This is an optimization exercise on Yosys and OpenROAD, whose aim is small area and a short achievable clock period, not a production implementation.
Where RTL was checked, it was by simulation tests only, not by an equivalence proof against the original.
For runs 1 to 3, only the layout was checked, not whether the RTL still works.
No activity file was given, so power comes from the tool's default toggle rates.

==> design.v <==
module arm (
    input  logic        clk, rst,
    input  logic [31:0] InstrF,
    input  logic [31:0] ReadDataM,
    output logic [31:0] WriteDataM,
    output logic [31:0] PCF, ALUOutM,
    output logic        MemWriteM
);
    logic        rst_q;
    logic [31:0] InstrD;
    logic [31:0] RD1E, RD2E;
    logic [11:0] Imm12E;
    logic [3:0]  WA3E, CondE;
    logic        BrE, MemToRegE, MemWriteE, RegWriteE, FlagWriteE, StrE;
    logic [1:0]  ALUControlE;
    logic [1:0]  FlagsE;                  
    logic        ZPendE;                  
    logic        fAM, fAW;                
    logic        fBM, fBW;                
    logic        fBMs, fBWs;              
    logic        kB;                      
    logic [3:0]  WA3M;
    logic        PCSrcM, RegWriteM, MemToRegM;
    logic [31:0] ResultW;
    logic [3:0]  WA3W;
    logic        PCSrcW, RegWriteW;
    logic [31:0] rf [0:14];
    logic [7:0] op;
    logic isBD, isMemD;                   
    assign op = InstrD[27:20];
    logic isADD, isSUB, isAND, isORR, isLDR, isSTR, isB;
    assign isADD = (op[7:6] == 2'b00) & (op[4:0] == 5'b01000);
    assign isSUB = (op[7:6] == 2'b00) & (op[4:1] == 4'b0010);
    assign isAND = (op == 8'b0000_0000);
    assign isORR = (op == 8'b0001_1000);
    assign isLDR = isMemD & InstrD[20];
    assign isSTR = isMemD & ~InstrD[20];
    assign isB   = isBD;
    logic RegWriteD, FlagWriteD, ImmD;
    logic [1:0] ALUControlD;
    assign RegWriteD   = isADD | isSUB | isAND | isORR | isLDR | isB;
    assign FlagWriteD  = isSUB & InstrD[20];
    assign ALUControlD = {isAND | isORR, isSUB | isORR};
    assign ImmD        = ((isADD | isSUB) & InstrD[25]) | isLDR | isB;
    logic [3:0] RA1D, RA2D;
    assign RA1D = isBD ? 4'd15 : InstrD[19:16];
    assign RA2D = isMemD ? InstrD[15:12] : InstrD[3:0];
    logic [31:0] ExtImmD;
    always_comb begin
        if (isLDR)           ExtImmD = {20'b0, InstrD[11:0]};
        else if (isB)        ExtImmD = {{6{InstrD[23]}}, InstrD[23:0], 2'b00};
        else                 ExtImmD = {{24{InstrD[7]}}, InstrD[7:0]};
    end
    logic ZE;
    assign ZE = ZPendE ? (ALUOutM == 32'd0) : FlagsE[0];
    logic CondExE;
    always_comb begin
        case (CondE)
            4'b1110: CondExE = 1'b1;
            4'b0000: CondExE = ZE;
            4'b0001: CondExE = ~ZE;
            4'b1010: CondExE = ~FlagsE[1];
            4'b1100: CondExE = ~FlagsE[1] & ~ZE;
            4'b1101: CondExE = FlagsE[1] | ZE;
            4'b1011: CondExE = FlagsE[1];
            default: CondExE = 1'b0;
        endcase
    end
    logic BranchTakenE, ldrStallD, StallF, FlushD, FlushE;
    assign BranchTakenE = CondExE & BrE;
    assign ldrStallD = MemToRegE & ((RA1D == WA3E) | (RA2D == WA3E));
    assign StallF    = ldrStallD | isB | BrE | PCSrcM;
    assign FlushD    = isB | BrE | PCSrcM | PCSrcW;
    assign FlushE    = ldrStallD | BranchTakenE;
    logic RegWriteMn;
    assign RegWriteMn = CondExE & RegWriteE;
    logic mEA, mMA, mEB, mMB, nAM, nAW, nBM, nBW;
    assign mEA = RegWriteE & (RA1D == WA3E);
    assign mMA = RegWriteM & (RA1D == WA3M);
    assign mEB = RegWriteE & (RA2D == WA3E);
    assign mMB = RegWriteM & (RA2D == WA3M);
    assign nAM = CondExE & mEA;
    assign nAW = ~nAM & mMA;
    assign nBM = CondExE & mEB;
    assign nBW = ~nBM & mMB;
    logic [31:0] PCPlus4F, PCPlus8F, PCNext, R15D;
    assign PCPlus4F = PCF + 32'd4;
    assign PCPlus8F = PCF + 32'd8;
    assign PCNext   = StallF ? PCF : (PCSrcW ? ResultW : PCPlus4F);
    assign R15D     = isB ? PCPlus4F : PCPlus8F;
    logic [14:0] dA, dB;
    logic [31:0] RD1D, RD2D;
    always_comb begin
        RD1D = {32{(RA1D == 4'd15) & ~mMA}} & R15D;
        RD2D = ImmD ? ExtImmD : ({32{(RA2D == 4'd15) & ~mMB}} & R15D);
        for (int i = 0; i < 15; i++) begin
            dA[i] = (RA1D == i[3:0]) & ~mMA;
            dB[i] = (RA2D == i[3:0]) & ~mMB & ~ImmD;
            RD1D = RD1D | ({32{dA[i]}} & rf[i]);
            RD2D = RD2D | ({32{dB[i]}} & rf[i]);
        end
    end
    always_ff @(posedge clk) begin
        rst_q <= rst;
        PCF   <= rst ? '0 : PCNext;
    end
    always_ff @(posedge clk) begin
        if (rst | FlushD) begin
            InstrD <= '0;
            isBD   <= 1'b0;
            isMemD <= 1'b0;
        end else if (!ldrStallD) begin
            InstrD <= InstrF;
            isBD   <= (InstrF[27:24] == 4'b1010);
            isMemD <= (InstrF[27:21] == 7'b0101_100);
        end
    end
    always_ff @(posedge clk) begin
        if (rst | FlushE) begin
            BrE        <= 1'b0;
            MemToRegE  <= 1'b0;
            MemWriteE  <= 1'b0;
            RegWriteE  <= 1'b0;
            FlagWriteE <= 1'b0;
            FlagsE     <= 2'b00;
            ZPendE     <= 1'b0;
        end else begin
            BrE        <= isB;
            MemToRegE  <= isLDR;
            MemWriteE  <= isSTR;
            RegWriteE  <= RegWriteD;
            FlagWriteE <= FlagWriteD;
            ZPendE     <= FlagWriteE;
            if (FlagWriteE) FlagsE[1] <= SumE[31];
            else            FlagsE[0] <= ZE;
        end
    end
    always_ff @(posedge clk) begin
        RD1E        <= RD1D;
        RD2E        <= RD2D;
        Imm12E      <= InstrD[11:0];
        StrE        <= isSTR;
        WA3E        <= InstrD[15:12];
        CondE       <= InstrD[31:28];
        ALUControlE <= ALUControlD;
        fAM  <= nAM; fAW  <= nAW;
        fBM  <= nBM; fBW  <= nBW;
        fBMs <= nBM & ~ImmD & ~isSTR;
        fBWs <= nBW & ~ImmD & ~isSTR;
        kB   <= ImmD | (~isSTR & ~nBM);
    end
    logic [31:0] SrcAE, WriteDataE, SrcBE, SumE, ALUResultE;
    logic SubE;
    assign SrcAE      = ({32{~fAM}} & RD1E) | ({32{fAM}} & ALUOutM) | ({32{fAW}} & ResultW);
    assign WriteDataE = ({32{~fBM}} & RD2E) | ({32{fBM}} & ALUOutM) | ({32{fBW}} & ResultW);
    assign SrcBE      = ({32{kB}} & RD2E) | ({32{fBMs}} & ALUOutM) | ({32{fBWs}} & ResultW)
                      | ({32{StrE}} & {20'b0, Imm12E});
    assign SubE = ALUControlE == 2'b01;
    logic [32:0] sum33;
    assign sum33 = {SrcAE, 1'b1} + {SrcBE ^ {32{SubE}}, SubE};
    assign SumE  = sum33[32:1];
    always_comb begin
        case (ALUControlE)
            2'b10:   ALUResultE = SrcAE & SrcBE;
            2'b11:   ALUResultE = SrcAE | SrcBE;
            default: ALUResultE = SumE;
        endcase
    end
    always_ff @(posedge clk) begin
        if (rst) begin
            PCSrcM    <= 1'b0;
            RegWriteM <= 1'b0;
            MemWriteM <= 1'b0;
        end else begin
            PCSrcM    <= BranchTakenE;
            RegWriteM <= RegWriteMn;
            MemWriteM <= CondExE & MemWriteE;
        end
    end
    always_ff @(posedge clk) begin
        MemToRegM  <= MemToRegE;
        WA3M       <= WA3E;
        ALUOutM    <= ALUResultE;
        WriteDataM <= WriteDataE;
    end
    always_ff @(posedge clk) begin
        if (rst) begin
            PCSrcW    <= 1'b0;
            RegWriteW <= 1'b0;
        end else begin
            PCSrcW    <= PCSrcM;
            RegWriteW <= RegWriteM;
        end
    end
    always_ff @(posedge clk) begin
        WA3W    <= WA3M;
        ResultW <= ({32{MemToRegM & ~rst}} & ReadDataM) | ({32{~MemToRegM & ~rst}} & ALUOutM);
    end
    logic [14:0] we;
    always_comb
        for (int i = 0; i < 15; i++)
            we[i] = rst_q | (RegWriteW & (WA3W == i[3:0]));
    always_ff @(posedge clk)
        for (int i = 0; i < 15; i++)
            if (we[i]) rf[i] <= ResultW;
endmodule
==> flow/run.sh <==
#!/bin/bash
# Own flow: the standard layout (standard.sh: unchanged synthesis and
# steps). Timing repair is asked to keep a setup margin, so that the resizer
# works on the paths that set the achieved period; ports get buf_2 buffers
# instead of delay cells; clock tree synthesis adds no dummy loads and
# clusters up to 26 flip-flops per leaf buffer. The SDC and the clock period
# are the design's.
set -o pipefail
bash standard.sh SETUP_SLACK_MARGIN=11.65 \
  "BUFFER_PORTS_ARGS=-buffer_cell sky130_fd_sc_hd__buf_2" \
  "CTS_ARGS=-sink_clustering_enable -repair_clock_nets -dont_use_dummy_load -sink_clustering_size 26 -sink_clustering_max_diameter 100" \
  finish > standard.log 2>&1
==> standard.sh <==
#!/bin/bash
# synth_recipe.tcl (not shown) runs the flow's synth.tcl, then flattens the netlist and writes it again
# the make line also repeats each setting of config.mk as NAME=value (left out here)
make -C /OpenROAD-flow-scripts/flow DESIGN_CONFIG=/design/flow/config.mk WORK_HOME=/design/flow/orfs CLKGATE_MAP_FILE= SYNTH_SCRIPT=/design/flow/synth_recipe.tcl "${@:-finish}"
==> config.mk <==
export PLATFORM = sky130hd
export DESIGN_NAME = arm
export DESIGN_NICKNAME = arm
export VERILOG_FILES = /design/flow/design.v
export SDC_FILE = /design/flow/constraint.sdc
export NUM_CORES = 4
export LEC_CHECK = 0
export CAP_MARGIN = 20
export CORE_MARGIN = 2
export CORE_UTILIZATION = 60
export PLACE_DENSITY = 0.72
export SLEW_MARGIN = 20
==> constraint.sdc <==
create_clock -name core_clock -period 16.0 [get_ports {clk}]
set_input_delay 3.2000 -clock core_clock [delete_from_list [all_inputs] [get_ports {clk}]]
set_output_delay 3.2000 -clock core_clock [all_outputs]
set_load 0.01 [all_outputs]
==> implementation parameters, run 1 <==
Parameter                              Value

Status
  Run status ... finished clean

Yosys
  FF+latch count, synth ... 759
  Syn Area/Cell ... 11.53 µm²
  Most common flop cell mapped by yosys ... edfxtp_1
  Cell count after synthesis ... 2967
  Post-Synthesis Cell Area ... 34220 µm²
  Dominant combinational cell family by area after synthesis ... compound AO/OA/AOI/OAI gates
  Syn. warnings ... 2
  Xor/xnor share of the synthesized area ... 2.600%
  Count of flip-flops with a built-in enable after synthesis ... 480
  Cell types with the largest area share after synthesis ... edfxtp_1 42%, dfxtp_1 16%, a22oi_1 5.8%
  Largest area contributor in the netlist ... edfxtp_1
  Share of synthesized cell area in full adder, half adder and majority cells ... 1.909%
  Share of the synthesized area in compound gates (AO/OA/AOI/OAI) ... 19.89%
  Simple-gate share of the synthesized area ... 11.68%
  Dominant cell by count in the synthesized netlist ... edfxtp_1
  Top post-synthesis cells by count ... 480 x edfxtp_1, 279 x dfxtp_1, 266 x a22oi_1
  Share of synthesized area spent on multiplexers ... 2.267%
  Net count after synthesis ... 3066
  Fraction of post-synthesis cell area in the top cell type by area ... 42.12%
  Cell variety after synth ... 84
  Proportion of synthesized chip area in sequential cells ... 58.44%
  Proportion of register bits with asynchronous set or reset after synthesis ... 0%

Clock tree
  Clk sink count ... 759
  Clock transition at path regs ... 0.10 ns
  Number of buffers created by CTS ... 37
  Insertion delay of the later-clocked pin in the worst-skew pair ... 0.62 ns
  Hold-fix buffers at CTS ... 0
  CTS tree ... done
  H-tree level count ... 2
  Clock root buffer ... clkbuf_16
  Maximum buffer depth of the clock tree ... 3

STA
  Min Clock Period, post-route ... 4.337 ns
  Setup TNS ... 0 ns
  Max transition margin ... 17.90%
  Final setup vio count ... 0
  Final Hold Violating Endpoints ... 0
  Number of pins with negative max-slew slack in the final report ... 0
  Maximum clock skew at final layout ... 0.04111 ns
  Peak Freq ... 230.6 MHz
  Least-Margin Pin Slew ... 1.220 ns
  Final worst-path cycle share ... 27.11%
  Setup repair after global routing missed its margin ... true

Worst hold path
  Cells on Worst Hold Path ... 0
  End point of the worst hold path ... CondE[0]
  Worst min path class ... reg -> reg
  Origin of the worst min-delay path ... InstrD[28]

Final layout
  Synth-to-layout area growth ... 9.474%
  Combined area of the multi-input logic cells ... 13350 µm²
  Number of inserted filler cells in the final layout ... 4264
  Final cell count without fillers ... 3838
  Layout cells sized above 1 ... 14.96%
  Final std cell area, no fill ... 37460 µm²
  Final design utilization ... 66.44%
  Area taken by flip-flops and latches ... 20240 µm²
  Net count reported at finish ... 3182

Worst setup path
  Critical path arrival ... 1.14 ns
  Crit path kind ... reg -> out
  Combined buffer and inverter count along the critical path ... 1
  Path length in cells of the critical path ... 1
  Endpoint required time on the critical path ... 12.80 ns
  Library cell contributing the largest single delay on the critical path ... dfxtp_2
  Kind of cell adding the most delay to the critical path ... flip-flops
  Crit path largest cell delay ... 0.38 ns
  R2R Path End ... FlagsE[1]
  Worst R2R Setup Slack ... 11.76 ns
  Max FO, Critical Path ... 4
  Cell breakdown of the critical path ... buf_2
  Crit end category ... primary output
  Origin of the critical flop-to-flop path ... ResultW[2]
  Worst reg2reg path depth ... 14
  Critical path launch point type ... flip-flop

Drt
  DR vias/cell ... 7.531
  Number of design rule violations left after detail routing ... 0
  1st-iter DRT viols ... 6868
  Post-detailed-route count of antenna-violating nets ... 0
  Vias after detailed routing ... 28905
  Total Wirelength ... 127.8 mm
  Average wire per standard cell ... 33.31 µm
  Number of detailed-routing iterations run before antenna repair ... 11

Pwr
  Total power ... 5035 µW
  Peak VDD IR ... 96.44 µV
  Power density relative to cell area ... 134.4 nW/µm²
  Leakage power summed over all cells ... 0.01349 µW

Floorplan
  Chip Height ... 242.8 µm
  Initial standard-cell utilization of the core ... 60.69%
  Number of top-level design ports ... 163
  Total die area ... 58960 µm²
  Num rows ... 87
  Core region area ... 56390 µm²
  Die width ... 242.8 µm

Global routing
  Grt total ovfl ... 0
  Pin count of the biggest net entering global routing ... 67
  Wire length of the first global-routing pass ... 181.3 mm
  Number of global-route vias before repair ... 27094
  Antenna violations before repair ... 0
  Overall routing resource usage ... 41.91%

Run
  Number of maximum-capacitance constraint violations ... 0

Placement
  Placement-stage cell area ... 35870 µm²
  HPWL Detailed ... 75.33 mm
  Routability congestion estimate from global placement ... 0.9987
  Quantity of I/O buffers inserted on ports ... 162
  Placed cell count ... 3749
cell families after synthesis:
kind of cell    after synthesis
compound gates              913
simple gates                795
flops                       759
buf+inv                     268
xor+xnor                    100
mux                          75
fa+ha+maj                    57
worst max-delay path by stage:
stage	from	to	slack [ns]
6_report	PCF[31]	PCF[31]	11.66
5_1_grt	ResultW[2]	FlagsE[1]	11.61
4_1_cts	PCF[26]	PCF[26]	11.65
3_5_place_dp	rst	InstrD[29]	10.94
3_3_place_gp	rst	InstrD[31]	11.02
2_1_floorplan	rst	PCF[15]	11.87
stage by stage:
stage	hold slack (ns)	worst slack, ns
3_5_place_dp	0.3502	10.94
2_1_floorplan	0.3276	11.87
3_3_place_gp	0.3471	11.02
5_1_grt	0.3608	11.61
6_report	0.3601	11.66
4_1_cts	0.3565	11.65
registers in the layout (all words and copies together) (netlist names), 4 cells and up:
register,count
RD1E,32
rf,480
ALUOutM,32
WA3E,4
RD2E,32
CondE,4
WriteDataM,32
Imm12E,12
InstrD,32
PCF,32
WA3M,4
WA3W,4
ResultW,32
cell usage in the layout, fill, tap and decap left out, drive strengths merged, types with 18 or more instances in the layout:
master | synthesis | layout
a221o | 50 | 50
maj3 | 24 | 24
clkbuf | 130 | 38
nor3 | 37 | 37
edfxtp | 480 | 480
xor2 | 35 | 35
a21o | 22 | 22
a22oi | 266 | 266
xnor2 | 64 | 64
a22o | 49 | 49
inv | 60 | 60
nand2 | 167 | 167
nand3 | 63 | 63
nand4 | 68 | 68
a222oi | 87 | 87
ha | 33 | 33
buf | 78 | 284
a21oi | 128 | 128
nor2b | 50 | 50
mux2i | 75 | 75
a221oi | 95 | 95
nor4 | 18 | 18
o21ai | 127 | 127
nor2 | 249 | 249
and3 | 48 | 48
dfxtp | 279 | 279
layout make-up:
| class | instances | share of cell area, % |
|---|---|---|
| timing repair buffer | 285 | 4.726 |
| tap | 756 | 2.525 |
| clock buffer | 37 | 2.472 |
| multi-input combinational | 1940 | 35.64 |
| inverter | 60 | 0.6012 |
| sequential | 759 | 54.03 |
| antenna | 1 | 0.006680 |
layer usage:
layer / vias to the layer above / GRT usage, % / wire (µm)
met5: - / 0 / 0
met2: 2783 / 60.91 / 53470
met3: 610 / 14.32 / 21270
li1: 11855 / - / -
met1: 13657 / 56.24 / 45240
met4: 0 / 20.70 / 7857
what timing repair did:
action | in CTS | in global routing
setup endpoints to repair | 109 | 40
setup buffers | 22 | 29
resized for setup | 115 | 23
power breakdown:
part / total [µW] / switching, µW / internal [µW]
registers: 2960 / 390 / 2570
logic: 1050 / 637 / 412
clock network: 1030 / 609 / 417
total: 5030 / 1640 / 3400
==> run 2: changes to the inputs <==
--- a/config.mk
+++ b/config.mk
@@ -7,3 +7,3 @@
 export LEC_CHECK = 0
-export CAP_MARGIN = 20
+export CAP_MARGIN = 5
 export CORE_MARGIN = 2
@@ -11,2 +11,2 @@
 export PLACE_DENSITY = 0.72
-export SLEW_MARGIN = 20
+export SLEW_MARGIN = 5
==> run 2 against run 1 <==
  * Clock-buffer cell count stayed put
  * Critical endpoint unchanged
  * Register-to-register slack about the same
  * Non-clock buffer count is the same
  * Die area unchanged
  * Cell count stayed put
  * Largest power group unchanged
  * Flip-flop and latch count is the same
  * Critical path depth stayed put
  * Setup slack unchanged
==> implementation parameters, run 2 <==
Parameter                              Value

Status
  Run status ... finished clean

Worst setup path
  Origin of the critical flop-to-flop path ... ResultW[2]
  Crit path kind ... reg -> out
  Max FO, Critical Path ... 4 (unchanged)
  Crit end category ... primary output
  Critical path launch point type ... flip-flop
  Cell breakdown of the critical path ... buf_2
  Crit path largest cell delay ... 0.38 ns (about the same)
  Kind of cell adding the most delay to the critical path ... flip-flops
  Endpoint required time on the critical path ... 12.80 ns (about the same)
  Critical path arrival ... 1.14 ns (about the same)
  Library cell contributing the largest single delay on the critical path ... dfxtp_2
  Combined buffer and inverter count along the critical path ... 1 (unchanged)
  Critical Path Start ... PCF[31]

Drt
  Number of design rule violations left after detail routing ... 0 (unchanged)
  1st-iter DRT viols ... 6868 (unchanged)
  DR vias/cell ... 7.531 (unchanged)
  Number of detailed-routing iterations run before antenna repair ... 11 (unchanged)
  Total Wirelength ... 127.8 mm (unchanged)
  Post-detailed-route count of antenna-violating nets ... 0 (unchanged)
  Average wire per standard cell ... 33.31 µm (unchanged)
  Vias after detailed routing ... 28905 (unchanged)

Floorplan
  Die width ... 242.8 µm (unchanged)
  Number of top-level design ports ... 163 (unchanged)
  Chip Height ... 242.8 µm (unchanged)
  Total die area ... 58960 µm² (unchanged)
  Initial standard-cell utilization of the core ... 60.69% (unchanged)
  Core region area ... 56390 µm² (unchanged)
  Num rows ... 87 (unchanged)

Clock tree
  CTS tree ... done
  H-tree level count ... 2 (unchanged)
  Clk sink count ... 759 (unchanged)
  Clock root buffer ... clkbuf_16
  Insertion delay of the later-clocked pin in the worst-skew pair ... 0.62 ns (about the same)
  Maximum buffer depth of the clock tree ... 3 (unchanged)
  Number of buffers created by CTS ... 37 (unchanged)
  Clock transition at path regs ... 0.10 ns (about the same)

Worst hold path
  Worst min path class ... reg -> reg
  Origin of the worst min-delay path ... InstrD[28]

Global routing
  Overall routing resource usage ... 41.91% (unchanged)
  Wire length of the first global-routing pass ... 181.3 mm (unchanged)
  Pin count of the biggest net entering global routing ... 67 (unchanged)
  Antenna violations before repair ... 0 (unchanged)
  Number of global-route vias before repair ... 27094 (unchanged)
  Grt total ovfl ... 0 (unchanged)

STA
  Least-Margin Pin Slew ... 1.220 ns (unchanged)
  Setup TNS ... 0 ns (unchanged)
  Setup repair after global routing missed its margin ... true
  Final setup vio count ... 0 (unchanged)
  Final hold slack ... 0.3601 ns (unchanged)
  Final Hold Violating Endpoints ... 0 (unchanged)
  Maximum clock skew at final layout ... 0.04111 ns (unchanged)
  Max transition margin ... 17.90% (unchanged)
  Min Clock Period, post-route ... 4.337 ns (unchanged)
  Number of pins with negative max-slew slack in the final report ... 0 (unchanged)
  Peak Freq ... 230.6 MHz (unchanged)
  Final worst-path cycle share ... 27.11% (unchanged)

Yosys
  Cell types with the largest area share after synthesis ... edfxtp_1 42%, dfxtp_1 16%, a22oi_1 5.8%
  Most common flop cell mapped by yosys ... edfxtp_1
  Largest area contributor in the netlist ... edfxtp_1
  Post-Synthesis Cell Area ... 34220 µm² (unchanged)
  Syn. warnings ... 2 (unchanged)
  Net count after synthesis ... 3066 (unchanged)
  Count of flip-flops with a built-in enable after synthesis ... 480 (unchanged)
  Proportion of register bits with asynchronous set or reset after synthesis ... 0% (unchanged)
  FF+latch count, synth ... 759 (unchanged)
  Proportion of synthesized chip area in sequential cells ... 58.44% (unchanged)
  Syn Area/Cell ... 11.53 µm² (unchanged)
  Fraction of post-synthesis cell area in the top cell type by area ... 42.12% (unchanged)
  Cell variety after synth ... 84 (unchanged)
  Top post-synthesis cells by count ... 480 x edfxtp_1, 279 x dfxtp_1, 266 x a22oi_1
  Cell count after synthesis ... 2967 (unchanged)
  Dominant cell by count in the synthesized netlist ... edfxtp_1

Final layout
  Biggest register ... rf
  Synth-to-layout area growth ... 9.474% (unchanged)
  Net count reported at finish ... 3182 (unchanged)
  Number of inserted filler cells in the final layout ... 4264 (unchanged)
  Most common cell after layout, fill and taps aside ... edfxtp_1
  Max FFs per register ... 480 (unchanged)
  Final std cell area, no fill ... 37460 µm² (unchanged)
  Commonest cells after routing, fill and taps aside ... 480 x edfxtp_1, 266 x a22oi_1, 225 x nor2_1
  Layout cells sized above 1 ... 14.96% (unchanged)
  Final design utilization ... 66.44% (unchanged)

Placement
  Placement-stage cell area ... 35870 µm² (unchanged)
  Routability congestion estimate from global placement ... 0.9987 (unchanged)
  HPWL Detailed ... 75.33 mm (unchanged)
  Quantity of I/O buffers inserted on ports ... 162 (unchanged)

Pwr
  Total power ... 5035 µW (unchanged)
  Power density relative to cell area ... 134.4 nW/µm² (unchanged)
  Leakage power summed over all cells ... 0.01349 µW (unchanged)
  Peak VDD IR ... 96.44 µV (unchanged)

Run
  Number of maximum-capacitance constraint violations ... 0 (unchanged)
## run 2: cell counts after synthesis
No cell type changed its count.
## run 2: metal layers
metal	vias to the layer above	part of all wire, %	track usage, %
met3	610	17	14.32
met1	13657	35	56.24
met5	-	0	0
met2	2783	42	60.91
met4	0	6.1	20.70
li1	11855	-	-
## run 2: cells by family after synthesis
family / count (synthesis) / synth area share [%]
buffers and inverters: 268 / 3.218
AND/OR/NAND/NOR: 795 / 11.68
AO/OA/AOI/OAI: 913 / 19.89
multiplexers: 75 / 2.267
XOR/XNOR: 100 / 2.600
adder cells (fa/ha/maj): 57 / 1.909
flip-flops: 759 / 58.44
## run 2: repair_timing
action / 4_1_cts / 5_1_grt
setup endpoints to repair: 109 / 40
hold endpoints to repair: 0 / 0
setup buffers: 22 / 29
hold buffers: 0 / 0
gates cloned: 0 / 0
resized for setup: 115 / 23
## run 2: power breakdown
part / switching (µW) / leakage, µW / internal, µW
Combinational: 637 / 0.00578 / 412
Clock: 609 / 0.000456 / 417
Sequential: 390 / 0.00726 / 2570
## run 2: path summary, 6_finish.rpt
kind / endpoint / slack, ns / cells past startpoint
hold reg to reg: CondE[0] / 0.36 / 0
setup / recovery: PCF[31] / 11.66 / 1
setup reg to reg: FlagsE[1] / 11.76 / 14
hold / removal: CondE[0] / 0.36 / 0
## run 2: cell type report
| type | instances | area [µm²] | share of cell area (%) |
|---|---|---|---|
| repair buffers | 285 | 1770 | 4.726 |
| well taps | 756 | 945.9 | 2.525 |
| flip-flops and latches | 759 | 20240 | 54.03 |
| multi-input cells | 1940 | 13350 | 35.64 |
| inverters | 60 | 225.2 | 0.6012 |
| clock buffers | 37 | 925.9 | 2.472 |
| diodes | 1 | 2.502 | 0.006680 |
## run 2: stage by stage
| step | worst slack (ns) | cells |
|---|---|---|
| after global placement | 11.02 | 3749 |
| after CTS | 11.65 | 3808 |
| after detailed placement | 10.94 | 3749 |
| after floorplan | 11.87 | 2967 |
| final | 11.66 | 3838 |
| after global routing | 11.61 | 3837 |
==> run 3: changes to the inputs <==
--- a/flow/run.sh
+++ b/flow/run.sh
@@ -8,3 +8,3 @@
 set -o pipefail
-bash standard.sh SETUP_SLACK_MARGIN=11.65 \
+bash standard.sh SETUP_SLACK_MARGIN=11.72 \
   "BUFFER_PORTS_ARGS=-buffer_cell sky130_fd_sc_hd__buf_2" \
--- a/config.mk
+++ b/config.mk
@@ -7,3 +7,3 @@
 export LEC_CHECK = 0
-export CAP_MARGIN = 5
+export CAP_MARGIN = 20
 export CORE_MARGIN = 2
@@ -11,2 +11,2 @@
 export PLACE_DENSITY = 0.72
-export SLEW_MARGIN = 5
+export SLEW_MARGIN = 20
==> run 3 against run 2 <==
  * Still clean
  * Setup slack got worse by 0.0031 ns
  * Flip-flop and latch count is the same
  * Clock-buffer cell count is the same
  * Maximum frequency barely moved
  * Sequential power about the same
  * Worst hold slack got worse by 0.0010 ns
  * Power grew 1.4%
  * Critical path type unchanged
  * Highest routed layer unchanged
==> implementation parameters, run 3 <==
Parameter                              Value

Status
  Run status ... finished clean

Clock tree
  Insertion delay of the later-clocked pin in the worst-skew pair ... 0.63 ns (about the same)
  Clk sink count ... 759 (unchanged)
  CTS tree ... done
  Hold-fix buffers at CTS ... 0 (unchanged)
  H-tree level count ... 2 (unchanged)
  Clock root buffer ... clkbuf_16
  Maximum buffer depth of the clock tree ... 3 (unchanged)
  Number of buffers created by CTS ... 37 (unchanged)
  Clock transition at path regs ... 0.10 ns (about the same)

Floorplan
  Total die area ... 58960 µm² (unchanged)
  Number of top-level design ports ... 163 (unchanged)
  Initial standard-cell utilization of the core ... 60.69% (unchanged)
  Chip Height ... 242.8 µm (unchanged)
  Num rows ... 87 (unchanged)
  Core region area ... 56390 µm² (unchanged)
  Die width ... 242.8 µm (unchanged)

Final layout
  Combined area of the multi-input logic cells ... 13350 µm² (unchanged)
  Max FFs per register ... 480 (unchanged)
  Commonest cells after routing, fill and taps aside ... 480 x edfxtp_1, 266 x a22oi_1, 225 x nor2_1
  Area taken by flip-flops and latches ... 20250 µm² (about the same)
  Net count reported at finish ... 3197 (+0.47%)
  Biggest register ... rf
  Most common cell after layout, fill and taps aside ... edfxtp_1
  Final cell count without fillers ... 3853 (+0.39%)
  Final design utilization ... 67.26% (+0.82 points)
  Layout cells sized above 1 ... 15.47% (+0.51 points)
  Final std cell area, no fill ... 37930 µm² (+1.2%)
  Number of inserted filler cells in the final layout ... 4213 (-1.2%)
  Synth-to-layout area growth ... 10.83%

Drt
  Total Wirelength ... 128.2 mm (+0.28%)
  DR vias/cell ... 7.534 (about the same)
  1st-iter DRT viols ... 7044 (+2.6%)
  Average wire per standard cell ... 33.27 µm (-0.11%)
  Vias after detailed routing ... 29030 (+0.43%)
  Post-detailed-route count of antenna-violating nets ... 0 (unchanged)
  Number of design rule violations left after detail routing ... 0 (unchanged)
  Number of detailed-routing iterations run before antenna repair ... 10 (-1)

Global routing
  Pin count of the biggest net entering global routing ... 67 (unchanged)
  Overall routing resource usage ... 42.25% (+0.34 points)
  Number of global-route vias before repair ... 27427 (+1.2%)
  Antenna violations before repair ... 1 (+1)
  Grt total ovfl ... 0 (unchanged)
  Wire length of the first global-routing pass ... 182.8 mm (+0.81%)

STA
  Final Hold Violating Endpoints ... 0 (unchanged)
  Least-Margin Pin Slew ... 1.263 ns (+0.04247 ns)
  Min Clock Period, post-route ... 4.340 ns (+0.003100 ns)
  Setup repair after global routing missed its margin ... true
  Final worst-path cycle share ... 27.13% (about the same)
  Peak Freq ... 230.4 MHz (about the same)
  Maximum clock skew at final layout ... 0.04975 ns (+0.008644 ns)
  Setup TNS ... 0 ns (unchanged)
  Number of pins with negative max-slew slack in the final report ... 0 (unchanged)
  Final setup vio count ... 0 (unchanged)
  Max transition margin ... 15.04% (-2.9 points)

Yosys
  Count of flip-flops with a built-in enable after synthesis ... 480 (unchanged)
  Largest area contributor in the netlist ... edfxtp_1
  Fraction of post-synthesis cell area in the top cell type by area ... 42.12% (unchanged)
  Dominant cell by count in the synthesized netlist ... edfxtp_1
  Proportion of register bits with asynchronous set or reset after synthesis ... 0% (unchanged)
  Most common flop cell mapped by yosys ... edfxtp_1
  Net count after synthesis ... 3066 (unchanged)
  Cell count after synthesis ... 2967 (unchanged)
  Cell variety after synth ... 84 (unchanged)
  Top post-synthesis cells by count ... 480 x edfxtp_1, 279 x dfxtp_1, 266 x a22oi_1
  Post-Synthesis Cell Area ... 34220 µm² (unchanged)
  Syn. warnings ... 2 (unchanged)
  FF+latch count, synth ... 759 (unchanged)
  Cell types with the largest area share after synthesis ... edfxtp_1 42%, dfxtp_1 16%, a22oi_1 5.8%
  Proportion of synthesized chip area in sequential cells ... 58.44% (unchanged)
  Syn Area/Cell ... 11.53 µm² (unchanged)

Worst setup path
  Critical path arrival ... 1.14 ns (about the same)
  Combined buffer and inverter count along the critical path ... 1 (unchanged)
  Crit path kind ... reg -> out
  Crit end category ... primary output
  Max FO, Critical Path ... 2 (-2)
  Kind of cell adding the most delay to the critical path ... flip-flops
  Library cell contributing the largest single delay on the critical path ... dfxtp_4
  Critical path launch point type ... flip-flop
  Cell breakdown of the critical path ... buf_6
  Endpoint required time on the critical path ... 12.80 ns (about the same)
  Crit path largest cell delay ... 0.41 ns (+0.03 ns)

Worst hold path
  Worst min path class ... reg -> reg

Run
  Number of maximum-capacitance constraint violations ... 0 (unchanged)

Placement
  HPWL Detailed ... 75.33 mm (unchanged)
  Routability congestion estimate from global placement ... 0.9987 (unchanged)
  Placed cell count ... 3749 (unchanged)
  Placement-stage cell area ... 35870 µm² (unchanged)
  Quantity of I/O buffers inserted on ports ... 162 (unchanged)

Pwr
  Peak VDD IR ... 95.57 µV (-0.91%)
  Leakage power summed over all cells ... 0.01364 µW (+1.1%)
  Power density relative to cell area ... 134.5 nW/µm² (+0.11%)
## run 3: cell count changes in the layout (fill, tap and decap cells not counted)
cell	before	now
clkbuf_4	1	0
dfxtp_2	15	16
dfxtp_4	59	61
buf_2	157	104
buf_4	123	136
dfxtp_1	205	202
buf_6	3	59
## run 3: power breakdown
group	internal, µW	switching [µW]
registers	2570	361
clock network	417	606
logic	467	683
## run 3: metrics by stage
| stage | worst slack (ns) | power (µW) | hold slack, ns |
|---|---|---|---|
| floorplan | 11.87 | 3420 | 0.3276 |
| global placement | 11.02 | 3885 | 0.3471 |
| detailed placement | 10.94 | 3912 | 0.3502 |
| CTS | 11.68 | 5020 | 0.3565 |
| global route | 11.58 | 5253 | 0.3608 |
| finish | 11.66 | 5103 | 0.3590 |
## run 3: path summary, 6_finish.rpt
check              from         to  slack, ns  cells past startpoint
max              PCF[2]     PCF[2]      11.66                      1
min          InstrD[28]   CondE[0]       0.36                      0
max reg2reg  ResultW[2]  FlagsE[1]      11.70                     14
min reg2reg  InstrD[28]   CondE[0]       0.36                      0
## run 3: cells by family after synthesis
kind of cell	after synthesis	synth area share, %
flops	759	58.44
fa+ha+maj	57	1.909
xor+xnor	100	2.600
compound gates	913	19.89
buf+inv	268	3.218
simple gates	795	11.68
mux	75	2.267
## run 3: what timing repair did
item	in CTS	in global routing
cloned	0	0
setup endpoints to repair	117	55
endpoints found under the hold margin	0	0
setup buffers	65	1
pin swaps	0	0
resized for setup	182	21
## run 3: routing by layer
layer  wire (µm)  GRT usage (%)  up-vias
met5           0              0        -
met4        8040          20.91        0
met1       45150          56.52    13707
li1            -              -    11880
met3       21400          14.44      638
met2       53600          61.58     2805
## run 3: final cells by class
| class | count | share of cell area, % |
|---|---|---|
| Sequential cell | 759 | 53.39 |
| Multi-Input combinational cell | 1940 | 35.21 |
| Timing Repair Buffer | 300 | 5.869 |
| Tap cell | 756 | 2.494 |
| Clock buffer | 37 | 2.441 |
| Inverter | 60 | 0.5938 |
| Antenna cell | 1 | 0.006598 |
==> run 4: changes to the inputs <==
--- a/design.v
+++ b/design.v
@@ -196,5 +196,7 @@
         WA3W    <= WA3M;
-        ResultW <= ({32{MemToRegM & ~rst}} & ReadDataM) | ({32{~MemToRegM & ~rst}} & ALUOutM);
-    end
+        ResultW <= MemToRegM ? ReadDataM : ALUOutM;
+    end
+    logic [31:0] wdg;
     logic [14:0] we;
+    assign wdg = ResultW & {32{~rst_q}};
     always_comb
@@ -204,3 +206,3 @@
         for (int i = 0; i < 15; i++)
-            if (we[i]) rf[i] <= ResultW;
+            if (we[i]) rf[i] <= wdg;
 endmodule
--- a/flow/run.sh
+++ b/flow/run.sh
@@ -8,3 +8,3 @@
 set -o pipefail
-bash standard.sh SETUP_SLACK_MARGIN=11.72 \
+bash standard.sh SETUP_SLACK_MARGIN=11.65 \
   "BUFFER_PORTS_ARGS=-buffer_cell sky130_fd_sc_hd__buf_2" \
--- a/config.mk
+++ b/config.mk
@@ -10,2 +10,3 @@
 export CORE_UTILIZATION = 60
+export GPL_ROUTABILITY_DRIVEN = 0
 export PLACE_DENSITY = 0.72
==> run 4 against run 3 <==
  * Global-route usage is 0.40 points lower
  * Sequential power is 3% higher
  * Synthesized cell count is 1.9% higher
  * Sequential share of layout area is 0.71 points higher
  * Utilization is 1.4 points lower
  * Largest cell class unchanged
  * Critical path depth stayed put
==> implementation parameters, run 4 <==
Parameter                              Value

Status
  Run status ... finished clean

Yosys
  Proportion of register bits with asynchronous set or reset after synthesis ... 0% (unchanged)
  Dominant cell by count in the synthesized netlist ... edfxtp_1
  Top post-synthesis cells by count ... 480 x edfxtp_1, 279 x dfxtp_1, 241 x a22oi_1
  Largest area contributor in the netlist ... edfxtp_1
  Cell variety after synth ... 79 (-6.0%)
  Syn. warnings ... 2 (unchanged)
  Net count after synthesis ... 3121 (+1.8%)
  Post-Synthesis Cell Area ... 34560 µm² (+1.0%)
  Cell types with the largest area share after synthesis ... edfxtp_1 42%, dfxtp_1 16%, a22oi_1 5.2%
  Fraction of post-synthesis cell area in the top cell type by area ... 41.70% (-0.42 points)
  Proportion of synthesized chip area in sequential cells ... 57.86% (-0.58 points)
  Cell count after synthesis ... 3022 (+1.9%)
  FF+latch count, synth ... 759 (unchanged)
  Syn Area/Cell ... 11.44 µm² (-0.84%)
  Most common flop cell mapped by yosys ... edfxtp_1
  Count of flip-flops with a built-in enable after synthesis ... 480 (unchanged)

Pwr
  Power density relative to cell area ... 137.0 nW/µm² (+1.8%)
  Leakage power summed over all cells ... 0.01376 µW (+0.90%)
  Peak VDD IR ... 115.0 µV (+20%)

STA
  Maximum clock skew at final layout ... 0.06168 ns (+0.01192 ns)
  Setup repair after global routing missed its margin ... true
  Final worst-path cycle share ... 27.10% (-0.031 points)
  Setup TNS ... 0 ns (unchanged)
  Least-Margin Pin Slew ... 1.250 ns (-0.01252 ns)
  Final Hold Violating Endpoints ... 0 (unchanged)
  Number of pins with negative max-slew slack in the final report ... 0 (unchanged)
  Min Clock Period, post-route ... 4.335 ns (-0.005000 ns)
  Peak Freq ... 230.7 MHz (+0.11%)
  Max transition margin ... 16.15% (+1.1 points)
  Final setup vio count ... 0 (unchanged)

Worst setup path
  Combined buffer and inverter count along the critical path ... 1 (unchanged)
  Critical path arrival ... 1.14 ns (about the same)
  R2R Path End ... RD2E[9]
  Library cell contributing the largest single delay on the critical path ... dfxtp_2
  Kind of cell adding the most delay to the critical path ... flip-flops
  Worst R2R Setup Slack ... 11.84 ns (+0.14 ns)
  Cell breakdown of the critical path ... buf_2
  Endpoint required time on the critical path ... 12.80 ns (about the same)
  Max FO, Critical Path ... 5 (+3)
  Worst reg2reg path depth ... 10 (-4)
  Crit end category ... primary output
  Critical path launch point type ... flip-flop
  Origin of the critical flop-to-flop path ... InstrD[20]
  Crit path kind ... reg -> out
  Path length in cells of the critical path ... 1 (unchanged)
  Crit path largest cell delay ... 0.39 ns (-0.02 ns)

Drt
  Average wire per standard cell ... 33.23 µm (-0.12%)
  DR vias/cell ... 7.535 (about the same)
  Vias after detailed routing ... 29010 (-0.069%)
  1st-iter DRT viols ... 5703 (-19%)
  Post-detailed-route count of antenna-violating nets ... 0 (unchanged)
  Total Wirelength ... 127.9 mm (-0.20%)
  Number of design rule violations left after detail routing ... 0 (unchanged)
  Number of detailed-routing iterations run before antenna repair ... 10 (unchanged)

Floorplan
  Total die area ... 59540 µm² (+0.98%)
  Core region area ... 56710 µm² (+0.58%)
  Num rows ... 87 (unchanged)
  Initial standard-cell utilization of the core ... 60.94% (+0.25 points)
  Die width ... 244.0 µm (+0.49%)
  Chip Height ... 244.0 µm (+0.49%)
  Number of top-level design ports ... 163 (unchanged)

Clock tree
  Clock root buffer ... clkbuf_16
  CTS tree ... done
  Insertion delay of the later-clocked pin in the worst-skew pair ... 0.61 ns (-0.02 ns)
  H-tree level count ... 2 (unchanged)
  Clk sink count ... 759 (unchanged)
  Clock transition at path regs ... 0.11 ns (about the same)
  Maximum buffer depth of the clock tree ... 3 (unchanged)
  Number of buffers created by CTS ... 36 (-2.7%)

Final layout
  Layout cells sized above 1 ... 14.63% (-0.84 points)
  Most common cell after layout, fill and taps aside ... edfxtp_1
  Synth-to-layout area growth ... 8.109%
  Final std cell area, no fill ... 37360 µm² (-1.5%)
  Max FFs per register ... 480 (unchanged)
  Biggest register ... rf
  Final design utilization ... 65.88% (-1.4 points)
  Net count reported at finish ... 3191 (-0.19%)
  Commonest cells after routing, fill and taps aside ... 480 x edfxtp_1, 241 x a22oi_1, 211 x dfxtp_1
  Number of inserted filler cells in the final layout ... 4278 (+1.5%)

Placement
  HPWL Detailed ... 76.08 mm (+1.0%)
  Quantity of I/O buffers inserted on ports ... 162 (unchanged)
  Placement-stage cell area ... 35940 µm² (+0.18%)

Run
  Number of maximum-capacitance constraint violations ... 0 (unchanged)

Global routing
  Overall routing resource usage ... 41.85% (-0.40 points)
  Number of global-route vias before repair ... 27348 (-0.29%)
  Wire length of the first global-routing pass ... 182.1 mm (-0.38%)
  Grt total ovfl ... 0 (unchanged)
  Pin count of the biggest net entering global routing ... 65 (-3.0%)
  Antenna violations before repair ... 8 (+7)

Worst hold path
  End point of the worst hold path ... CondE[0]
  Worst min path class ... reg -> reg
  Cells on Worst Hold Path ... 0 (unchanged)
  Origin of the worst min-delay path ... InstrD[28]
==> run 4: cell count changes after synthesis, sizes merged, moves of 25 or more <==
cell | before | now
nand3 | 63 | 93
nand2 | 167 | 206
a22oi | 266 | 241
a221oi | 95 | 140
mux2 | 0 | 36
nor2 | 249 | 183
a222oi | 87 | 46
nor2b | 50 | 82
a22o | 49 | 91
nand4 | 68 | 32
mux2i | 75 | 38
==> run 4: area by class of cell <==
class	instances	area (µm²)	area share, %
sequential	759	20210	54.10
tap	756	945.9	2.532
clock buffer	36	900.9	2.411
multi-input combinational	1968	13450	35.99
inverter	67	251.5	0.6731
antenna	4	10.01	0.02679
timing repair buffer	260	1594	4.266
==> run 4: where the power goes <==
group	total, µW	switching [µW]	internal, µW
Sequential	3010	421	2590
Combinational	1110	687	422
Clock	998	592	406
==> run 4: kinds of logic (layout without fill, tap and decap cells) <==
logic type                 count (synthesis)  count (layout)  share of synthesized area [%]
AOI/OAI and AO/OA                        962             962                          20.79
and+or+nand+nor                          774             774                          10.99
DFF                                      759             759                          57.86
buffers and inverters                    295             363                          3.537
xor gates and xnor gates                  99              99                          2.509
muxes                                     74              74                          2.357
adders and majority gates                 59              59                          1.948
other                                      0               4                              0
==> run 4: metal layers <==
metal | part of all wire [%] | wire [µm] | vias to the layer above | track usage (%)
met1 | 34 | 43440 | 13774 | 53.54
met4 | 6.3 | 8034 | 2 | 20.55
met5 | 0.0055 | 7 | - | 0
met3 | 18 | 23140 | 617 | 18.31
li1 | - | - | 11860 | -
met2 | 42 | 53310 | 2757 | 60.80
==> run 4: worst max-delay path by stage <==
stage | from | to
2_1_floorplan | rst | FlagsE[1]
3_3_place_gp | rst | InstrD[19]
3_5_place_dp | rst | InstrD[31]
4_1_cts | PCF[2] | PCF[2]
5_1_grt | ALUControlE[1] | FlagsE[1]
6_report | PCF[27] | PCF[27]
==> run 4: what timing repair did <==
item                       CTS  global route
buffers inserted            19            13
resized for setup          121            16
hold buffers                 0             0
setup endpoints to repair   99            26
pin swaps                    0             0
cloned                       0             0
==> run 4: through the flow <==
step / total power (µW) / std cells / hold WS (ns) / setup slack [ns]
final: 5120 / 3850 / 0.3585 / 11.66
after global routing: 5280 / 3847 / 0.3667 / 11.58
after CTS: 5025 / 3833 / 0.3597 / 11.48
after detailed placement: 4044 / 3778 / 0.3397 / 11.03
after global placement: 4003 / 3778 / 0.3423 / 11.01
after floorplan: 3521 / 3022 / 0.3301 / 11.87
==> run 5: changes to the inputs <==
--- a/config.mk
+++ b/config.mk
@@ -10,3 +10,2 @@
 export CORE_UTILIZATION = 60
-export GPL_ROUTABILITY_DRIVEN = 0
 export PLACE_DENSITY = 0.72
==> run 5 against run 4 <==
  * Clock skew increased by 0.0021 ns
  * Power increased by 1.0%
  * First-iteration DRC count decreased by 8.1%
  * Critical endpoint is now PCF[3]
  * Largest power group unchanged
  * Global-route usage increased by 0.36 points
  * Sequential share of layout area decreased by 0.18 points
  * Still clean on timing, DRC and antenna
  * Synthesized cell count unchanged
==> implementation parameters, run 5 <==
Parameter                              Value

Status
  Run status ... finished clean

Yosys
  Post-Synthesis Cell Area ... 34560 µm² (unchanged)
  Net count after synthesis ... 3121 (unchanged)
  Cell variety after synth ... 79 (unchanged)
  Cell count after synthesis ... 3022 (unchanged)
  Proportion of synthesized chip area in sequential cells ... 57.86% (unchanged)
  Dominant cell by count in the synthesized netlist ... edfxtp_1
  Most common flop cell mapped by yosys ... edfxtp_1
  Cell types with the largest area share after synthesis ... edfxtp_1 42%, dfxtp_1 16%, a22oi_1 5.2%
  Fraction of post-synthesis cell area in the top cell type by area ... 41.70% (unchanged)
  Top post-synthesis cells by count ... 480 x edfxtp_1, 279 x dfxtp_1, 241 x a22oi_1
  Proportion of register bits with asynchronous set or reset after synthesis ... 0% (unchanged)
  Largest area contributor in the netlist ... edfxtp_1
  FF+latch count, synth ... 759 (unchanged)
  Syn. warnings ... 2 (unchanged)
  Syn Area/Cell ... 11.44 µm² (unchanged)
  Count of flip-flops with a built-in enable after synthesis ... 480 (unchanged)

Clock tree
  Clock root buffer ... clkbuf_16
  Hold-fix buffers at CTS ... 0 (unchanged)
  Maximum buffer depth of the clock tree ... 3 (unchanged)
  Clock transition at path regs ... 0.11 ns (about the same)
  Insertion delay of the later-clocked pin in the worst-skew pair ... 0.61 ns (about the same)
  CTS tree ... done
  Number of buffers created by CTS ... 37 (+2.8%)
  H-tree level count ... 2 (unchanged)
  Clk sink count ... 759 (unchanged)

Placement
  HPWL Detailed ... 77.51 mm (+1.9%)
  Routability congestion estimate from global placement ... 1.006
  Placement-stage cell area ... 35950 µm² (about the same)
  Quantity of I/O buffers inserted on ports ... 162 (unchanged)

Global routing
  Grt total ovfl ... 0 (unchanged)
  Pin count of the biggest net entering global routing ... 65 (unchanged)
  Antenna violations before repair ... 17 (+9)
  Overall routing resource usage ... 42.21% (+0.36 points)
  Wire length of the first global-routing pass ... 183.2 mm (+0.58%)
  Number of global-route vias before repair ... 27024 (-1.2%)

Worst setup path
  Origin of the critical flop-to-flop path ... ALUControlE[1]
  Kind of cell adding the most delay to the critical path ... flip-flops
  Critical path launch point type ... flip-flop
  Critical path arrival ... 1.13 ns (about the same)
  Worst R2R Setup Slack ... 11.85 ns (about the same)
  Crit path largest cell delay ... 0.40 ns (about the same)
  Endpoint required time on the critical path ... 12.80 ns (about the same)
  Crit path kind ... reg -> out
  Library cell contributing the largest single delay on the critical path ... dfxtp_4
  Cell breakdown of the critical path ... buf_4
  Worst reg2reg path depth ... 14 (+4)
  Combined buffer and inverter count along the critical path ... 1 (unchanged)
  Critical Path Start ... PCF[3]
  Max FO, Critical Path ... 5 (unchanged)
  Crit end category ... primary output
  R2R Path End ... FlagsE[1]

Final layout
  Final std cell area, no fill ... 37480 µm² (+0.31%)
  Net count reported at finish ... 3202 (+0.34%)
  Max FFs per register ... 480 (unchanged)
  Biggest register ... rf
  Final design utilization ... 66.09% (+0.21 points)
  Synth-to-layout area growth ... 8.446%
  Most common cell after layout, fill and taps aside ... edfxtp_1
  Layout cells sized above 1 ... 14.90% (+0.27 points)
  Number of inserted filler cells in the final layout ... 4323 (+1.1%)
  Commonest cells after routing, fill and taps aside ... 480 x edfxtp_1, 241 x a22oi_1, 211 x dfxtp_1

Floorplan
  Die width ... 244.0 µm (unchanged)
  Chip Height ... 244.0 µm (unchanged)
  Total die area ... 59540 µm² (unchanged)
  Initial standard-cell utilization of the core ... 60.94% (unchanged)
  Number of top-level design ports ... 163 (unchanged)
  Num rows ... 87 (unchanged)
  Core region area ... 56710 µm² (unchanged)

Drt
  1st-iter DRT viols ... 5242 (-8.1%)
  Number of detailed-routing iterations run before antenna repair ... 10 (unchanged)
  DR vias/cell ... 7.492 (-0.57%)
  Post-detailed-route count of antenna-violating nets ... 0 (unchanged)
  Number of design rule violations left after detail routing ... 0 (unchanged)
  Total Wirelength ... 129.5 mm (+1.2%)
  Average wire per standard cell ... 33.57 µm (+1.0%)
  Vias after detailed routing ... 28905 (-0.36%)

Pwr
  Clock share of power ... 19.7% (+0.2 points)
  Net switching power of the design ... 1719 µW (+1.1%)
  Flop pwr share ... 58.0% (-0.9 points)
  Peak VDD IR ... 132.8 µV (+16%)
  Switching power as a share of total power ... 33.23% (about the same)
  Power density relative to cell area ... 138.0 nW/µm² (+0.71%)
  Part of the power in combinational logic ... 22.3% (+0.6 points)
  Internal power summed over all cells ... 3453 µW (+1.0%)
  Leakage power summed over all cells ... 0.01383 µW (+0.47%)

Worst hold path
  Worst min path class ... reg -> reg
  End point of the worst hold path ... CondE[1]
  Origin of the worst min-delay path ... InstrD[29]
  Cells on Worst Hold Path ... 0 (unchanged)

STA
  Maximum clock skew at final layout ... 0.06379 ns (+0.002117 ns)
  Final worst-path cycle share ... 27.09% (about the same)
  Final Hold Violating Endpoints ... 0 (unchanged)
  Setup repair after global routing missed its margin ... true
  Max transition margin ... 27.21% (+11 points)
  Peak Freq ... 230.7 MHz (about the same)
  Min Clock Period, post-route ... 4.334 ns (-0.001400 ns)
  Number of pins with negative max-slew slack in the final report ... 0 (unchanged)
  Least-Margin Pin Slew ... 1.092 ns (-0.1584 ns)
  Setup TNS ... 0 ns (unchanged)
  Final setup vio count ... 0 (unchanged)

Run
  Number of maximum-capacitance constraint violations ... 0 (unchanged)
## run 5: cell families (layout without fill, tap and decap cells)
logic type | Yosys count | count (layout) | synth area share [%]
and+or+nand+nor | 774 | 774 | 10.99
other | 0 | 1 | 0
xor gates and xnor gates | 99 | 99 | 2.509
AOI/OAI and AO/OA | 962 | 962 | 20.79
adders and majority gates | 59 | 59 | 1.948
buffers and inverters | 295 | 374 | 3.537
DFF | 759 | 759 | 57.86
muxes | 74 | 74 | 2.357
## run 5: power groups by stage
| stage | combinational (µW) | sequential [µW] | clock, µW |
|---|---|---|---|
| after global routing | 1230 | 3020 | 1080 |
| after CTS | 1070 | 2970 | 1020 |
| final | 1150 | 3000 | 1020 |
| after floorplan | 691 | 2830 | 0 |
| after global placement | 1030 | 2990 | 0 |
| after detailed placement | 1050 | 3000 | 0 |
## run 5: area by class of cell
cell class / count / area (µm²) / share of cell area, %
inverter: 67 / 251.5 / 0.6710
multi-input combinational: 1968 / 13460 / 35.90
tap: 756 / 945.9 / 2.524
sequential: 759 / 20210 / 53.92
timing repair buffer: 270 / 1690 / 4.510
antenna: 1 / 2.502 / 0.006676
clock buffer: 37 / 925.9 / 2.470
## run 5: worst max-delay path by stage
stage                       end  slack (ns)  depth (start not counted)
finish                   PCF[3]       11.67                          1
global placement     InstrD[30]       11.01                          4
floorplan             FlagsE[1]       11.87                          5
global route        ALUOutM[30]       11.63                         14
detailed placement   InstrD[18]       10.95                          4
CTS                     PCF[20]       11.65                          1
## run 5: repair_timing
| action | 4_1_cts | 5_1_grt |
|---|---|---|
| buffers inserted | 19 | 23 |
| setup endpoints to repair | 100 | 31 |
| gates resized for setup | 128 | 14 |
| endpoints found under the hold margin | 0 | 0 |
## run 5: layer usage
layer	part of all wire (%)	global-route usage, %	vias up
met5	0.076	0	-
met4	5.4	19.23	16
met3	18	19.44	560
met2	42	60.41	2626
met1	35	54.80	13820
li1	-	-	11883
## run 5: stage by stage
stage,setup WS (ns),cells,total power [µW],hold WS (ns)
5_1_grt,11.63,3857,5333,0.3651
3_5_place_dp,10.95,3778,4052,0.3404
6_report,11.67,3858,5172,0.3598
2_1_floorplan,11.87,3022,3521,0.3301
3_3_place_gp,11.01,3778,4020,0.3391
4_1_cts,11.65,3834,5055,0.3583
==> run 6: changes to the inputs <==
--- a/config.mk
+++ b/config.mk
@@ -9,4 +9,4 @@
 export CORE_MARGIN = 2
-export CORE_UTILIZATION = 60
-export PLACE_DENSITY = 0.72
+export CORE_UTILIZATION = 55
+export PLACE_DENSITY = 0.66
 export SLEW_MARGIN = 20
==> run 6 against run 5 <==
  * Setup slack got worse by 0.0028 ns
  * Register-to-register slack worse by 0.05 ns
  * First-iteration DRC count shrank 1.9%
  * Combinational power is essentially flat
  * Synthesized cell count unchanged
  * Sequential share of layout area hardly changed
  * Critical path type unchanged
==> implementation parameters, run 6 <==
Parameter                              Value

Final layout
  Synth-to-layout area growth ... 8.601%
  Layout cells sized above 1 ... 14.77% (-0.13 points)
  Max FFs per register ... 480 (unchanged)
  Commonest cells after routing, fill and taps aside ... 480 x edfxtp_1, 241 x a22oi_1, 211 x dfxtp_1
  Number of inserted filler cells in the final layout ... 5042 (+17%)
  Biggest register ... rf
  Final design utilization ... 60.60% (-5.5 points)
  Net count reported at finish ... 3196 (-0.19%)
  Most common cell after layout, fill and taps aside ... edfxtp_1

Clock tree
  Clock transition at path regs ... 0.10 ns (about the same)
  Maximum buffer depth of the clock tree ... 3 (unchanged)
  Clock root buffer ... clkbuf_16
  CTS tree ... done
  Hold-fix buffers at CTS ... 0 (unchanged)
  Insertion delay of the later-clocked pin in the worst-skew pair ... 0.62 ns (about the same)
  H-tree level count ... 2 (unchanged)
  Number of buffers created by CTS ... 37 (unchanged)
  Clk sink count ... 759 (unchanged)

Drt
  Average wire per standard cell ... 33.78 µm (+0.64%)
  Vias after detailed routing ... 28625 (-0.97%)
  Post-detailed-route count of antenna-violating nets ... 0 (unchanged)
  Number of detailed-routing iterations run before antenna repair ... 7 (-3)
  Number of design rule violations left after detail routing ... 0 (unchanged)
  1st-iter DRT viols ... 5140 (-1.9%)
  DR vias/cell ... 7.276 (-2.9%)
  Total Wirelength ... 132.9 mm (+2.6%)

Worst setup path
  Origin of the critical flop-to-flop path ... isMemD
  Combined buffer and inverter count along the critical path ... 1 (unchanged)
  Max FO, Critical Path ... 6 (+1)
  Library cell contributing the largest single delay on the critical path ... dfxtp_4
  Endpoint required time on the critical path ... 12.80 ns (about the same)
  Crit path kind ... reg -> out
  Kind of cell adding the most delay to the critical path ... flip-flops
  R2R Path End ... RD2E[10]
  Crit end category ... primary output
  Critical path launch point type ... flip-flop
  Worst R2R Setup Slack ... 11.80 ns (-0.05 ns)
  Critical path arrival ... 1.14 ns (about the same)
  Cell breakdown of the critical path ... buf_2
  Worst reg2reg path depth ... 10 (-4)
  Crit path largest cell delay ... 0.41 ns (about the same)

STA
  Number of pins with negative max-slew slack in the final report ... 0 (unchanged)
  Final hold slack ... 0.3620 ns (+0.002118 ns)
  Setup slack after layout ... 11.66 ns (-0.002800 ns)
  Maximum clock skew at final layout ... 0.06371 ns (-0.00008490 ns)
  Final setup vio count ... 0 (unchanged)
  Max transition margin ... 22.11% (-5.1 points)
  Setup TNS ... 0 ns (unchanged)
  Final Hold Violating Endpoints ... 0 (unchanged)
  Least-Margin Pin Slew ... 1.167 ns (+0.07516 ns)
  Setup repair after global routing missed its margin ... true
  Min Clock Period, post-route ... 4.337 ns (+0.002800 ns)
  Peak Freq ... 230.6 MHz (about the same)
  Final worst-path cycle share ... 27.11% (about the same)

Yosys
  Share of synthesized cell area in full adder, half adder and majority cells ... 1.948% (unchanged)
  Count of flip-flops with a built-in enable after synthesis ... 480 (unchanged)
  Dominant cell by count in the synthesized netlist ... edfxtp_1
  Simple-gate share of the synthesized area ... 10.99% (unchanged)
  Syn Area/Cell ... 11.44 µm² (unchanged)
  Proportion of synthesized chip area in sequential cells ... 57.86% (unchanged)
  Syn. warnings ... 2 (unchanged)
  Cell count after synthesis ... 3022 (unchanged)
  Share of the synthesized area in compound gates (AO/OA/AOI/OAI) ... 20.79% (unchanged)
  Largest area contributor in the netlist ... edfxtp_1
  FF+latch count, synth ... 759 (unchanged)
  Proportion of register bits with asynchronous set or reset after synthesis ... 0% (unchanged)
  Share of synthesized area spent on multiplexers ... 2.357% (unchanged)
  Top post-synthesis cells by count ... 480 x edfxtp_1, 279 x dfxtp_1, 241 x a22oi_1
  Xor/xnor share of the synthesized area ... 2.509% (unchanged)
  Cell variety after synth ... 79 (unchanged)
  Post-Synthesis Cell Area ... 34560 µm² (unchanged)
  Dominant combinational cell family by area after synthesis ... compound AO/OA/AOI/OAI gates
  Cell types with the largest area share after synthesis ... edfxtp_1 42%, dfxtp_1 16%, a22oi_1 5.2%
  Fraction of post-synthesis cell area in the top cell type by area ... 41.70% (unchanged)
  Most common flop cell mapped by yosys ... edfxtp_1
  Net count after synthesis ... 3121 (unchanged)

Global routing
  Grt total ovfl ... 0 (unchanged)
  Antenna violations before repair ... 15 (-2)
  Number of global-route vias before repair ... 26870 (-0.57%)
  Overall routing resource usage ... 40.20% (-2.0 points)
  Pin count of the biggest net entering global routing ... 65 (unchanged)
  Wire length of the first global-routing pass ... 186.8 mm (+2.0%)

Pwr
  Leakage power summed over all cells ... 0.01379 µW (-0.26%)
  Total power ... 5172 µW (about the same)
  Peak VDD IR ... 110.7 µV (-17%)
  Power density relative to cell area ... 137.8 nW/µm² (-0.15%)

Worst hold path
  Worst min path class ... reg -> reg
  Origin of the worst min-delay path ... InstrD[29]
  Cells on Worst Hold Path ... 0 (unchanged)
  End point of the worst hold path ... CondE[1]

Status
  Run status ... finished clean

Floorplan
  Number of top-level design ports ... 163 (unchanged)
  Core region area ... 61940 µm² (+9.2%)
  Total die area ... 64860 µm² (+8.9%)
  Initial standard-cell utilization of the core ... 55.80% (-5.1 points)
  Die width ... 254.7 µm (+4.4%)
  Chip Height ... 254.7 µm (+4.4%)
  Num rows ... 91 (+4.6%)

Placement
  Quantity of I/O buffers inserted on ports ... 162 (unchanged)
  Routability congestion estimate from global placement ... 0.9512 (-5.5%)
  HPWL Detailed ... 79.84 mm (+3.0%)
  Worst slack at placement ... 10.94 ns (-0.007600 ns)

Run
  Number of maximum-capacitance constraint violations ... 0 (unchanged)
run 6: cell counts after synthesis:
Identical to the previous run, type by type.
run 6: cells by family (layout without fill, tap and decap cells):
| logic type | after synthesis | count (layout) |
|---|---|---|
| DFF | 759 | 759 |
| other | 0 | 2 |
| muxes | 74 | 74 |
| buffers and inverters | 295 | 368 |
| adders and majority gates | 59 | 59 |
| xor gates and xnor gates | 99 | 99 |
| AOI/OAI and AO/OA | 962 | 962 |
| and+or+nand+nor | 774 | 774 |
run 6: how the worst max path moves through the flow:
stage | from | endpoint | slack [ns] | depth (start not counted)
final | ALUOutM[3] | ALUOutM[3] | 11.66 | 1
after global routing | ALUControlE[0] | ALUOutM[30] | 11.56 | 14
after CTS | PCF[2] | PCF[2] | 11.55 | 1
after detailed placement | rst | InstrD[15] | 10.94 | 4
after global placement | rst | InstrD[30] | 10.99 | 4
after floorplan | rst | FlagsE[1] | 11.87 | 5
run 6: layout make-up:
type                       instances  area [µm²]  area share [%]
inverter                          67       251.5          0.6700
tap                              837        1047           2.790
timing repair buffer             264        1629           4.340
sequential                       759       20220           53.88
antenna                            2       5.005         0.01333
multi-input combinational       1968       13450           35.84
clock buffer                      37       925.9           2.467
run 6: repair_timing:
action / 4_1_cts / 5_1_grt
setup endpoints to repair: 100 / 26
buffers inserted: 21 / 16
gates resized for setup: 130 / 13
run 6: through the flow:
step	instance area, µm²	cells
global route	37530	3932
CTS	37370	3916
global placement	36040	3858
detailed placement	36040	3858
finish	37530	3934
floorplan	34560	3022
run 6: per-layer routing:
metal | routed length, µm | track usage, % | up-vias | part of all wire (%)
met3 | 21200 | 14.42 | 527 | 16
met2 | 56580 | 59.90 | 2396 | 43
met5 | 104 | 0.4511 | - | 0.078
met4 | 6775 | 17.14 | 16 | 5.1
li1 | - | - | 11869 | -
met1 | 48250 | 53.09 | 13817 | 36
run 6: report_power, final:
group	total, µW	internal, µW	switching, µW
clock	1020	416	603
combinational	1150	442	706
sequential	3010	2590	412
total	5170	3450	1720
==> run 7: changes to the inputs <==
--- a/flow/run.sh
+++ b/flow/run.sh
@@ -8,3 +8,3 @@
 set -o pipefail
-bash standard.sh SETUP_SLACK_MARGIN=11.65 \
+bash standard.sh SETUP_SLACK_MARGIN=11.55 \
   "BUFFER_PORTS_ARGS=-buffer_cell sky130_fd_sc_hd__buf_2" \
==> run 7 against run 6 <==
  * First-iteration DRC count is 2.9% higher
  * Utilization is 0.72 points lower
  * Clock skew increased by 0.0026 ns
==> implementation parameters, run 7 <==
Parameter                              Value

Floorplan
  Die width ... 254.7 µm (unchanged)
  Initial standard-cell utilization of the core ... 55.80% (unchanged)
  Number of top-level design ports ... 163 (unchanged)
  Num rows ... 91 (unchanged)
  Chip Height ... 254.7 µm (unchanged)

Clock tree
  Number of buffers created by CTS ... 37 (unchanged)
  Insertion delay of the later-clocked pin in the worst-skew pair ... 0.62 ns (about the same)
  Clock transition at path regs ... 0.10 ns (about the same)

Worst setup path
  Cell breakdown of the critical path ... buf_2
  Crit end category ... primary output
  Critical path arrival ... 1.25 ns (+0.11 ns)
  Worst reg2reg path depth ... 14 (+4)
  Kind of cell adding the most delay to the critical path ... flip-flops
  Crit path kind ... reg -> out
  Endpoint required time on the critical path ... 12.80 ns (about the same)
  Critical path launch point type ... flip-flop

Yosys
  Post-Synthesis Cell Area ... 34560 µm² (unchanged)
  FF+latch count, synth ... 759 (unchanged)
  Proportion of synthesized chip area in sequential cells ... 57.86% (unchanged)
  Cell variety after synth ... 79 (unchanged)
  Net count after synthesis ... 3121 (unchanged)
  Cell types with the largest area share after synthesis ... edfxtp_1 42%, dfxtp_1 16%, a22oi_1 5.2%
  Proportion of register bits with asynchronous set or reset after synthesis ... 0% (unchanged)
  Largest area contributor in the netlist ... edfxtp_1
  Cell count after synthesis ... 3022 (unchanged)
  Fraction of post-synthesis cell area in the top cell type by area ... 41.70% (unchanged)
  Syn. warnings ... 2 (unchanged)
  Top post-synthesis cells by count ... 480 x edfxtp_1, 279 x dfxtp_1, 241 x a22oi_1

STA
  Final Hold Violating Endpoints ... 0 (unchanged)
  Final setup vio count ... 0 (unchanged)
  Min Clock Period, post-route ... 4.449 ns (+0.1125 ns)
  Maximum clock skew at final layout ... 0.06636 ns (+0.002650 ns)
  Setup slack after layout ... 11.55 ns (-0.1125 ns)
  Least-Margin Pin Slew ... 1.169 ns (+0.002154 ns)
  Max transition margin ... 21.97% (-0.14 points)
  Number of pins with negative max-slew slack in the final report ... 0 (unchanged)
  Setup repair after global routing missed its margin ... true
  Setup TNS ... 0 ns (unchanged)

Pwr
  Flop pwr share ... 58.6% (+0.5 points)
  Internal power summed over all cells ... 3415 µW (-1.1%)
  Switching power as a share of total power ... 33.40% (+0.14 points)
  Total power ... 5127 µW (-0.86%)
  Clock share of power ... 19.9% (+0.2 points)
  Leakage power summed over all cells ... 0.01359 µW (-1.5%)
  Net switching power of the design ... 1712 µW (-0.46%)
  Part of the power in combinational logic ... 21.5% (-0.7 points)

Worst hold path
  Worst min path class ... reg -> reg
  Cells on Worst Hold Path ... 0 (unchanged)

Drt
  Wire length on met3 ... 21.32 mm (+0.56%)
  Post-detailed-route count of antenna-violating nets ... 0 (unchanged)
  Wire length on met1 ... 47.85 mm (-0.84%)
  Number of design rule violations left after detail routing ... 0 (unchanged)
  Average wire per standard cell ... 33.89 µm (+0.30%)
  Total Wirelength ... 132.1 mm (-0.59%)

Final layout
  Number of inserted filler cells in the final layout ... 5092 (+0.99%)
  Net count reported at finish ... 3160 (-1.1%)
  Synth-to-layout area growth ... 7.316%
  Commonest cells after routing, fill and taps aside ... 480 x edfxtp_1, 241 x a22oi_1, 221 x dfxtp_1
  Final std cell area, no fill ... 37090 µm² (-1.2%)
  Max FFs per register ... 480 (unchanged)
  Layout cells sized above 1 ... 13.34% (-1.4 points)
  Biggest register ... rf

Global routing
  Grt total ovfl ... 0 (unchanged)
  Antenna violations before repair ... 11 (-4)
  Pin count of the biggest net entering global routing ... 65 (unchanged)
  Wire length of the first global-routing pass ... 186.3 mm (-0.28%)
  Number of global-route vias before repair ... 26758 (-0.42%)

Status
  Run status ... finished clean

Placement
  Quantity of I/O buffers inserted on ports ... 162 (unchanged)
  Worst slack at placement ... 10.94 ns (unchanged)

Run
  Number of maximum-capacitance constraint violations ... 0 (unchanged)
## run 7: final timing paths
check,startpoint,to
max,PCF[1],PCF[1]
min,InstrD[29],CondE[1]
max reg2reg,ALUControlE[0],FlagsE[1]
min reg2reg,InstrD[29],CondE[1]
## run 7: repair_timing
action,CTS,global route
gates resized for setup,51,16
hold buffers,0,0
endpoints found under the setup margin,48,16
## run 7: power by group through the flow
stage / combinational [µW] / sequential [µW] / clock [µW]
2_1_floorplan: 691 / 2830 / 0
3_3_place_gp: 1040 / 3000 / 0
3_5_place_dp: 1060 / 3010 / 0
4_1_cts: 1070 / 2970 / 1030
5_1_grt: 1190 / 3030 / 1080
6_report: 1100 / 3010 / 1020
## run 7: routing by layer
| layer | up-vias | GRT usage, % |
|---|---|---|
| met5 | - | 0.9774 |
| met4 | 10 | 16.41 |
| met3 | 483 | 14.17 |
| met2 | 2389 | 59.91 |
| met1 | 13684 | 53.12 |
| li1 | 11808 | - |
## run 7: area by class of cell
class	instances	share of cell area, %
Antenna cell	3	0.02024
Inverter	67	0.6780
Clock buffer	37	2.496
Tap cell	837	2.823
Timing Repair Buffer	228	3.552
Sequential cell	759	54.18
Multi-Input combinational cell	1968	36.25
## run 7: cells by family (layout without fill, tap and decap cells)
logic type / count (synthesis) / after routing / synth area share [%]
compound gates: 962 / 962 / 20.79
buf+inv: 295 / 332 / 3.537
simple gates: 774 / 774 / 10.99
mux: 74 / 74 / 2.357
other cells: 0 / 3 / 0
fa+ha+maj: 59 / 59 / 1.948
xor+xnor: 99 / 99 / 2.509
flops: 759 / 759 / 57.86
## run 7: stage by stage
step / util, % / hold slack [ns]
6_report: 59.88 / 0.3620
5_1_grt: 59.87 / 0.3725
4_1_cts: 59.80 / 0.3656
3_5_place_dp: 58.18 / 0.3462
3_3_place_gp: 58.18 / 0.3409
2_1_floorplan: - / 0.3301

Check on run 7: ideal ports give 11.551 ns setup slack; a clkbuf_16 on the clock port and buf_2 on the inputs give 11.487 ns; moving port delays by the midpoint clock arrival (0.649 ns) as well gives 11.210 ns.
